What follows belongs to an exercise in optimizing a design on an open flow for a short achievable clock period and few clock cycles; a production flow would make more cautious choices. At most, simulation tests tie the RTL to the original design; equivalence was not proved. Power is estimated from default activity; no workload was simulated.

==> flow/design.v <==
`default_nettype none
module processor( input         clk, reset,
                  output [31:0] pc,
                  input  [31:0] instruction,
                  output        WE,
                  output [31:0] address_to_mem,
                  output [31:0] data_to_mem,
                  input  [31:0] data_from_mem
                );
    reg  [31:0] pc_r;
    reg  [3:0]  btb_v;
    reg  [31:0] btb_pc [0:3];
    reg  [31:0] btb_tg [0:3];
    reg  [1:0]  btb_ptr;
    reg  [31:0] regs [1:31];
    reg         x_v;
    reg  [31:0] x_pc, x_pc4, x_imm, x_rv1, x_rv2;
    reg  [4:0]  x_rd;
    reg         x_wr, x_use1, x_use2;
    reg         x_hM1, x_hM2;                     
    reg         x_hS1, x_hO1, x_hS2, x_hO2;       
    reg         x_bS, x_bO, x_bR;                 
    reg         x_ld, x_st, x_br, x_jal, x_jalr, x_lui, x_ctl, x_j4;
    reg         x_hit;
    reg  [1:0]  x_hidx;
    reg         x_sub, x_useimm, x_sel_sum, x_sel_and, x_sel_srl, x_sel_fl;
    reg         x_beq, x_blt;
    reg         m_v;
    reg  [31:0] m_sum, m_oth;
    reg         m_issum;
    reg  [4:0]  m_rd;
    reg         m_wr, m_ld;
    reg  [31:0] ar_r, dr_r;
    reg         we_r;
    reg         m_uins, m_urem;
    reg  [31:0] m_upc, m_utg;
    reg  [1:0]  m_hidx;
    assign pc = pc_r;
    assign address_to_mem = ar_r;
    assign data_to_mem = dr_r;
    assign WE = we_r;
    wire [31:0] ins = instruction;
    wire [6:0]  op  = ins[6:0];
    wire [2:0]  f3  = ins[14:12];
    wire [4:0]  f_rs1 = ins[19:15];
    wire [4:0]  f_rs2 = ins[24:20];
    wire [4:0]  f_rd  = ins[11:7];
    wire f_op   = op == 7'b0110011;
    wire f_opi  = op == 7'b0010011;
    wire f_ld   = op == 7'b0000011;
    wire f_st   = op == 7'b0100011;
    wire f_br   = op == 7'b1100011;
    wire f_lui  = op == 7'b0110111;
    wire f_jal  = op == 7'b1101111;
    wire f_jalr = op == 7'b1100111;
    wire f_fl   = op == 7'b0001011;
    wire [31:0] immI = {{20{ins[31]}}, ins[31:20]};
    wire [31:0] immS = {{20{ins[31]}}, ins[31:25], ins[11:7]};
    wire [31:0] immB = {{19{ins[31]}}, ins[31], ins[7], ins[30:25], ins[11:8], 1'b0};
    wire [31:0] immU = {ins[31:12], 12'b0};
    wire [31:0] immJ = {{11{ins[31]}}, ins[31], ins[19:12], ins[20], ins[30:21], 1'b0};
    wire [31:0] f_imm = f_st ? immS : f_br ? immB : f_lui ? immU : f_jal ? immJ : immI;
    wire f_useimm = f_opi | f_ld | f_st | f_jalr;
    wire [31:0] wdata;
    wire f_mh1 = m_v & m_wr & (m_rd == f_rs1);
    wire f_mh2 = m_v & m_wr & (m_rd == f_rs2);
    wire [31:0] f_rv1 = f_mh1 ? wdata : (f_rs1 == 5'd0) ? 32'b0 : regs[f_rs1];
    wire [31:0] f_rv2 = f_mh2 ? wdata : (f_rs2 == 5'd0) ? 32'b0 : regs[f_rs2];
    wire [31:0] pc4 = pc_r + 32'd4;
    wire [3:0] f_hitv;
    genvar gi;
    generate for (gi = 0; gi < 4; gi = gi + 1) begin : g_btb
        assign f_hitv[gi] = btb_v[gi] & (btb_pc[gi] == pc_r);
    end endgenerate
    wire f_hit = |f_hitv;
    wire [1:0] f_hidx = {f_hitv[3] | f_hitv[2], f_hitv[3] | f_hitv[1]};
    wire [31:0] f_ptg = ({32{f_hitv[0]}} & btb_tg[0]) | ({32{f_hitv[1]}} & btb_tg[1]) |
                        ({32{f_hitv[2]}} & btb_tg[2]) | ({32{f_hitv[3]}} & btb_tg[3]);
    wire [31:0] A = ({32{x_hS1}} & m_sum) | ({32{x_hO1}} & m_oth) | ({32{~x_hM1}} & x_rv1);
    wire [31:0] B = ({32{x_hS2}} & m_sum) | ({32{x_hO2}} & m_oth) | ({32{~x_hM2}} & x_rv2);
    wire stall = x_v & m_ld & ((x_use1 & x_hM1) | (x_use2 & x_hM2 & ~x_st));
    wire [31:0] sdata = (x_hM2 & m_ld) ? data_from_mem : B;
    wire [31:0] bsrc = ({32{x_bS}} & m_sum) | ({32{x_bO}} & m_oth) |
                       ({32{x_bR}} & x_rv2) | ({32{x_useimm}} & x_imm);
    wire [31:0] sum = A + (bsrc ^ {32{x_sub}}) + {31'b0, x_sub};
    wire [31:0] jrsum = A + x_imm;
    wire [31:0] and_r = A & B;
    wire [31:0] srl_r = A >> B[4:0];
    wire [7:0]  flx = A[30:23] - 8'd127;
    wire [31:0] fl_r = {{24{A[30:23] < 8'd127}}, flx};
    wire [31:0] early = x_lui ? x_imm : x_pc4;
    wire [31:0] oth = x_sel_and ? and_r : x_sel_srl ? srl_r : x_sel_fl ? fl_r : early;
    wire x_eq = A == B;
    wire x_lt = $signed(A) < $signed(B);
    wire x_z  = ~|((A ^ B) ^ {(A[30:0] | B[30:0]), 1'b0});
    wire x_taken = x_beq ? x_eq : x_blt ? x_lt : x_z;
    wire [31:0] jcy = (A & x_imm) | ((A | x_imm) & ~x_pc4);
    wire x_jfall = ~|((A ^ x_imm ^ x_pc4) ^ {jcy[30:0], 1'b0});
    wire [31:0] x_tgt = x_pc + x_imm;
    wire xgo = x_v & ~stall;
    wire redir_jal = x_jal & ~x_hit & ~x_j4;
    wire redir_bad = x_hit & ~x_ctl;
    wire redir_t  = xgo & ((x_br & ~x_hit) | redir_jal | redir_bad);    
    wire redir_nt = xgo & ((x_br & x_hit) | redir_jal | redir_bad);     
    wire redir_jr = xgo & x_jalr & ~(~x_hit & x_jfall);
    wire [31:0] seq_pc = stall ? pc_r : f_hit ? f_ptg : pc4;
    wire [31:0] tgt_t  = (x_br | x_jal) ? x_tgt : x_pc4;
    wire [31:0] tgt_nt = x_jal ? x_tgt : x_pc4;
    wire [31:0] pc_tk = redir_jr ? jrsum : redir_t  ? tgt_t  : seq_pc;
    wire [31:0] pc_nt = redir_jr ? jrsum : redir_nt ? tgt_nt : seq_pc;
    wire x_uins = (x_br & x_taken & ~x_hit) | (x_jal & ~x_hit & ~x_j4);
    wire x_urem = x_br & ~x_taken & x_hit;
    wire [31:0] pc_next = x_taken ? pc_tk : pc_nt;
    wire xv_tk = ~redir_jr & ~redir_t  & (x_v | ~stall);
    wire xv_nt = ~redir_jr & ~redir_nt & (x_v | ~stall);
    wire xv_next = x_taken ? xv_tk : xv_nt;
    assign wdata = m_ld ? data_from_mem : m_issum ? m_sum : m_oth;
    always @(posedge clk or posedge reset) begin
        if (reset) begin
            pc_r <= 32'b0;
            x_v <= 1'b0; m_v <= 1'b0; we_r <= 1'b0;
            btb_v <= 4'b0; btb_ptr <= 2'b0;
            m_uins <= 1'b0; m_urem <= 1'b0;
        end else begin
            pc_r <= pc_next;
            x_v <= xv_next;
            m_v <= xgo;
            we_r <= xgo & x_st;
            m_uins <= xgo & x_uins;
            m_urem <= xgo & x_urem;
            if (m_uins) begin
                btb_v[btb_ptr] <= 1'b1;
                btb_ptr <= btb_ptr + 2'd1;
            end else if (m_urem)
                btb_v[m_hidx] <= 1'b0;
        end
    end
    always @(posedge clk) begin
        if (m_v & m_wr) regs[m_rd] <= wdata;
        if (m_uins) begin
            btb_pc[btb_ptr] <= m_upc;
            btb_tg[btb_ptr] <= m_utg;
        end
        if (stall) begin
            if (x_hM1) x_rv1 <= data_from_mem;
            if (x_hM2) x_rv2 <= data_from_mem;
            x_hM1 <= 1'b0; x_hS1 <= 1'b0; x_hO1 <= 1'b0;
            x_hM2 <= 1'b0; x_hS2 <= 1'b0; x_hO2 <= 1'b0;
            x_bS <= 1'b0; x_bO <= 1'b0; x_bR <= ~x_useimm;
        end else begin
            x_pc <= pc_r; x_pc4 <= pc4; x_imm <= f_imm;
            x_rv1 <= f_rv1; x_rv2 <= f_rv2;
            x_hM1 <= x_v & x_wr & (x_rd == f_rs1);
            x_hM2 <= x_v & x_wr & (x_rd == f_rs2);
            x_hS1 <= x_v & x_wr & x_sel_sum & ~x_ld & (x_rd == f_rs1);
            x_hS2 <= x_v & x_wr & x_sel_sum & ~x_ld & (x_rd == f_rs2);
            x_hO1 <= x_v & x_wr & ~x_sel_sum & ~x_ld & (x_rd == f_rs1);
            x_hO2 <= x_v & x_wr & ~x_sel_sum & ~x_ld & (x_rd == f_rs2);
            x_bS <= x_v & x_wr & x_sel_sum & ~x_ld & (x_rd == f_rs2) & ~f_useimm;
            x_bO <= x_v & x_wr & ~x_sel_sum & ~x_ld & (x_rd == f_rs2) & ~f_useimm;
            x_bR <= ~(x_v & x_wr & (x_rd == f_rs2)) & ~f_useimm;
            x_rd <= f_rd;
            x_wr <= (f_op | f_opi | f_ld | f_lui | f_jal | f_jalr | f_fl) & (f_rd != 5'd0);
            x_use1 <= (f_op | f_opi | f_ld | f_st | f_br | f_jalr | f_fl) & (f_rs1 != 5'd0);
            x_use2 <= (f_op | f_st | f_br) & (f_rs2 != 5'd0);
            x_ld <= f_ld; x_st <= f_st; x_br <= f_br; x_jal <= f_jal; x_jalr <= f_jalr; x_lui <= f_lui;
            x_ctl <= f_br | f_jal;
            x_j4 <= f_jal & (immJ == 32'd4);
            x_hit <= f_hit;
            x_hidx <= f_hidx;
            x_sub <= f_op & (f3 == 3'b000) & (ins[31:30] == 2'b01);
            x_useimm <= f_useimm;
            x_sel_sum <= f_opi | f_ld | f_st | (f_op & (f3 != 3'b111) & (f3 != 3'b101));
            x_sel_and <= f_op & (f3 == 3'b111);
            x_sel_srl <= f_op & (f3 == 3'b101);
            x_sel_fl <= f_fl;
            x_beq <= f3 == 3'b000;
            x_blt <= f3 == 3'b100;
        end
        m_sum <= sum; m_oth <= oth; m_issum <= x_sel_sum;
        m_upc <= x_pc; m_utg <= x_tgt; m_hidx <= x_hidx;
        m_rd <= x_rd; m_wr <= x_wr; m_ld <= x_ld;
        ar_r <= sum;
        dr_r <= sdata;
    end
endmodule
`default_nettype wire
Settings: LEC_CHECK=0, CAP_MARGIN=20, CORE_MARGIN=2, CORE_UTILIZATION=40, SLEW_MARGIN=20; clock period 11.0 ns.
standard.sh (not shown) runs the stock make flow with config.mk's settings and CLKGATE_MAP_FILE= SYNTH_SCRIPT=/design/flow/synth_recipe.tcl, a recipe that flattens the netlist after the stock synthesis.
==> flow/flow/run.sh <==
#!/bin/bash
# Standard ORFS layout, with timing repair aimed below the design's clock
# period, plain buffers on the ports and free resizing of cells.
set -euo pipefail
bash standard.sh SETUP_SLACK_MARGIN=7.6 'BUFFER_PORTS_ARGS=-buffer_cell sky130_fd_sc_hd__buf_8' MATCH_CELL_FOOTPRINT=0 finish > std_flow.log 2>&1
Testbench counts at the start, summed over its fixed seeds: cycles 64,204.
Then changed:
--- a/flow/design.v
+++ b/flow/design.v
@@ -78,4 +78,5 @@
                         ({32{f_hitv[2]}} & btb_tg[2]) | ({32{f_hitv[3]}} & btb_tg[3]);
     wire [31:0] A = ({32{x_hS1}} & m_sum) | ({32{x_hO1}} & m_oth) | ({32{~x_hM1}} & x_rv1);
+    wire [31:0] A2 = x_hS1 ? m_sum : x_hO1 ? m_oth : x_rv1;
     wire [31:0] B = ({32{x_hS2}} & m_sum) | ({32{x_hO2}} & m_oth) | ({32{~x_hM2}} & x_rv2);
     wire stall = x_v & m_ld & ((x_use1 & x_hM1) | (x_use2 & x_hM2 & ~x_st));
@@ -84,17 +85,37 @@
                        ({32{x_bR}} & x_rv2) | ({32{x_useimm}} & x_imm);
     wire [31:0] sum = A + (bsrc ^ {32{x_sub}}) + {31'b0, x_sub};
-    wire [31:0] jrsum = A + x_imm;
-    wire [31:0] and_r = A & B;
-    wire [31:0] srl_r = A >> B[4:0];
-    wire [7:0]  flx = A[30:23] - 8'd127;
-    wire [31:0] fl_r = {{24{A[30:23] < 8'd127}}, flx};
+    wire [31:0] and_r = A2 & B;
+    wire [31:0] srl_r = A2 >> B[4:0];
+    wire [7:0]  flx = A2[30:23] - 8'd127;
+    wire [31:0] fl_r = {{24{A2[30:23] < 8'd127}}, flx};
     wire [31:0] early = x_lui ? x_imm : x_pc4;
     wire [31:0] oth = x_sel_and ? and_r : x_sel_srl ? srl_r : x_sel_fl ? fl_r : early;
-    wire x_eq = A == B;
-    wire x_lt = $signed(A) < $signed(B);
-    wire x_z  = ~|((A ^ B) ^ {(A[30:0] | B[30:0]), 1'b0});
-    wire x_taken = x_beq ? x_eq : x_blt ? x_lt : x_z;
-    wire [31:0] jcy = (A & x_imm) | ((A | x_imm) & ~x_pc4);
-    wire x_jfall = ~|((A ^ x_imm ^ x_pc4) ^ {jcy[30:0], 1'b0});
+    wire [31:0] srcA [0:2];
+    wire [31:0] srcB [0:2];
+    assign srcA[0] = m_sum; assign srcA[1] = m_oth; assign srcA[2] = x_rv1;
+    assign srcB[0] = m_sum; assign srcB[1] = m_oth; assign srcB[2] = x_rv2;
+    wire [2:0] selA = {~x_hM1, x_hO1, x_hS1};
+    wire [2:0] selB = {~x_hM2, x_hO2, x_hS2};
+    wire [8:0] cmp_ab;
+    wire [31:0] jr_m [0:2];
+    genvar ga, gb;
+    generate
+        for (ga = 0; ga < 3; ga = ga + 1) begin : g_a
+            for (gb = 0; gb < 3; gb = gb + 1) begin : g_c
+                wire [31:0] a = srcA[ga];
+                wire [31:0] b = srcB[gb];
+                wire eq = a == b;
+                wire lt = $signed(a) < $signed(b);
+                wire z  = ~|((a ^ b) ^ {(a[30:0] | b[30:0]), 1'b0});
+                assign cmp_ab[ga*3+gb] = selA[ga] & selB[gb] & (x_beq ? eq : x_blt ? lt : z);
+            end
+            wire [31:0] jr = srcA[ga] + x_imm;
+            assign jr_m[ga] = {32{selA[ga]}} & jr;
+        end
+    endgenerate
+    wire x_taken = |cmp_ab;
+    wire [31:0] jrsum = jr_m[0] | jr_m[1] | jr_m[2];
+    wire [31:0] jcy = (A2 & x_imm) | ((A2 | x_imm) & ~x_pc4);
+    wire x_jfall = ~|((A2 ^ x_imm ^ x_pc4) ^ {jcy[30:0], 1'b0});
     wire [31:0] x_tgt = x_pc + x_imm;
     wire xgo = x_v & ~stall;
Result:
- cell count grows by 20%
- design area increases by about 16%
- first-iteration DRC count rose by about 20%
- area after synthesis rose by about 12%
- clock-buffer cell count climbs by 15
- worst hold slack is better by 0.042 ns
Testbench counts after the change, summed over its fixed seeds: cycles 64,204.

========
processor, a different RTL version from the one above (not shown whole).
Size in the first run: ~5600 cells after synthesis, about 1700 flip-flops, ~160 I/O pins.
clock: 11.0 ns
lec_check: 0
cap_margin: 20
core_margin: 2
core_utilization: 40
slew_margin: 20
==> flow/flow/run.sh <==
#!/bin/bash
# Standard ORFS layout, with timing repair aimed below the design's clock period.
set -euo pipefail
bash standard.sh SETUP_SLACK_MARGIN=7.6 finish > std_flow.log 2>&1
Testbench counts at the start, summed over its fixed seeds: cycles 64,204.
Next try:
--- a/flow/design.v
+++ b/flow/design.v
@@ -84,16 +84,15 @@
     wire [31:0] fl_r = {{24{A[30:23] < 8'd127}}, flx};
     wire [31:0] early = x_lui ? x_imm : x_pc4;
     wire [31:0] res = x_sel_sum ? sum : x_sel_and ? and_r : x_sel_srl ? srl_r :
                       x_sel_fl ? fl_r : early;
     wire x_eq = A == B;
     wire x_lt = $signed(A) < $signed(B);
-    wire x_z  = ~|((A ^ B) ^ {(A[30:0] | B[30:0]), 1'b0});
+    wire x_z  = ~|((A ^ B) ^ {(A | B), 1'b0});
     wire x_taken = x_beq ? x_eq : x_blt ? x_lt : x_z;
-    wire [31:0] jcy = (A & x_imm) | ((A | x_imm) & ~x_pc4);
-    wire x_jfall = ~|((A ^ x_imm ^ x_pc4) ^ {jcy[30:0], 1'b0});
+    wire x_jfall = ~|((A ^ x_imm ^ x_pc4) ^ {((A & x_imm) | ((A | x_imm) & ~x_pc4)), 1'b0});
     wire [31:0] x_tgt = x_pc + x_imm;
     wire redir_br  = x_br & (x_taken != x_hit);
     wire redir_jal = x_jal & ~x_hit & ~x_j4;
     wire redir_jr  = x_jalr & ~(~x_hit & x_jfall);
     wire redir_bad = x_hit & ~x_ctl;
     wire redir = x_v & ~stall & (redir_br | redir_jal | redir_jr | redir_bad);
=> Die area fell slightly; wire length fell by a few percent; total power barely changes; final area rose slightly; setup slack is worse by 0.11 ns; combinational power rose slightly.
Only the layout flow was run in the second run of this note; the RTL was not checked for function there.

-- port drivers added, routing unchanged --
In the flow no input, the clock included, has a driving cell. The finished layouts below were timed again as built, in two steps.
Step 1: set_driving_cell puts a clkbuf_16 on clk and a buf_2 on each other input, an assumption about the parent block.
Step 2 also shifts input and output timing later by t, the mid clock arrival at the registers, as if the neighbouring blocks saw the same clock.
Slacks: ideal ports / drivers / drivers and shift; pairs: ideal ports / drivers.
run | t (ns) | setup WS [ns] | worst hold slack (ns)
the first run of note 1 | 0.931 | 6.716 / 6.716 / 5.943 | 0.300 / 0.300 / 0.300
the second run of note 1 | 0.947 | 6.811 / 6.791 / 5.844 | 0.342 / 0.342 / 0.342
the first run of note 2 | 0.948 | 6.656 / 6.656 / 6.435 | 0.346 / 0.346 / 0.346
the second run of note 2 | 0.928 | 6.546 / 6.546 / 6.218 | 0.341 / 0.341 / 0.341
After both steps every run listed still meets setup and hold. For the second run of note 1, which loses most, drivers alone change the setup slack by -0.020 ns; drivers and shift together by -0.967 ns.
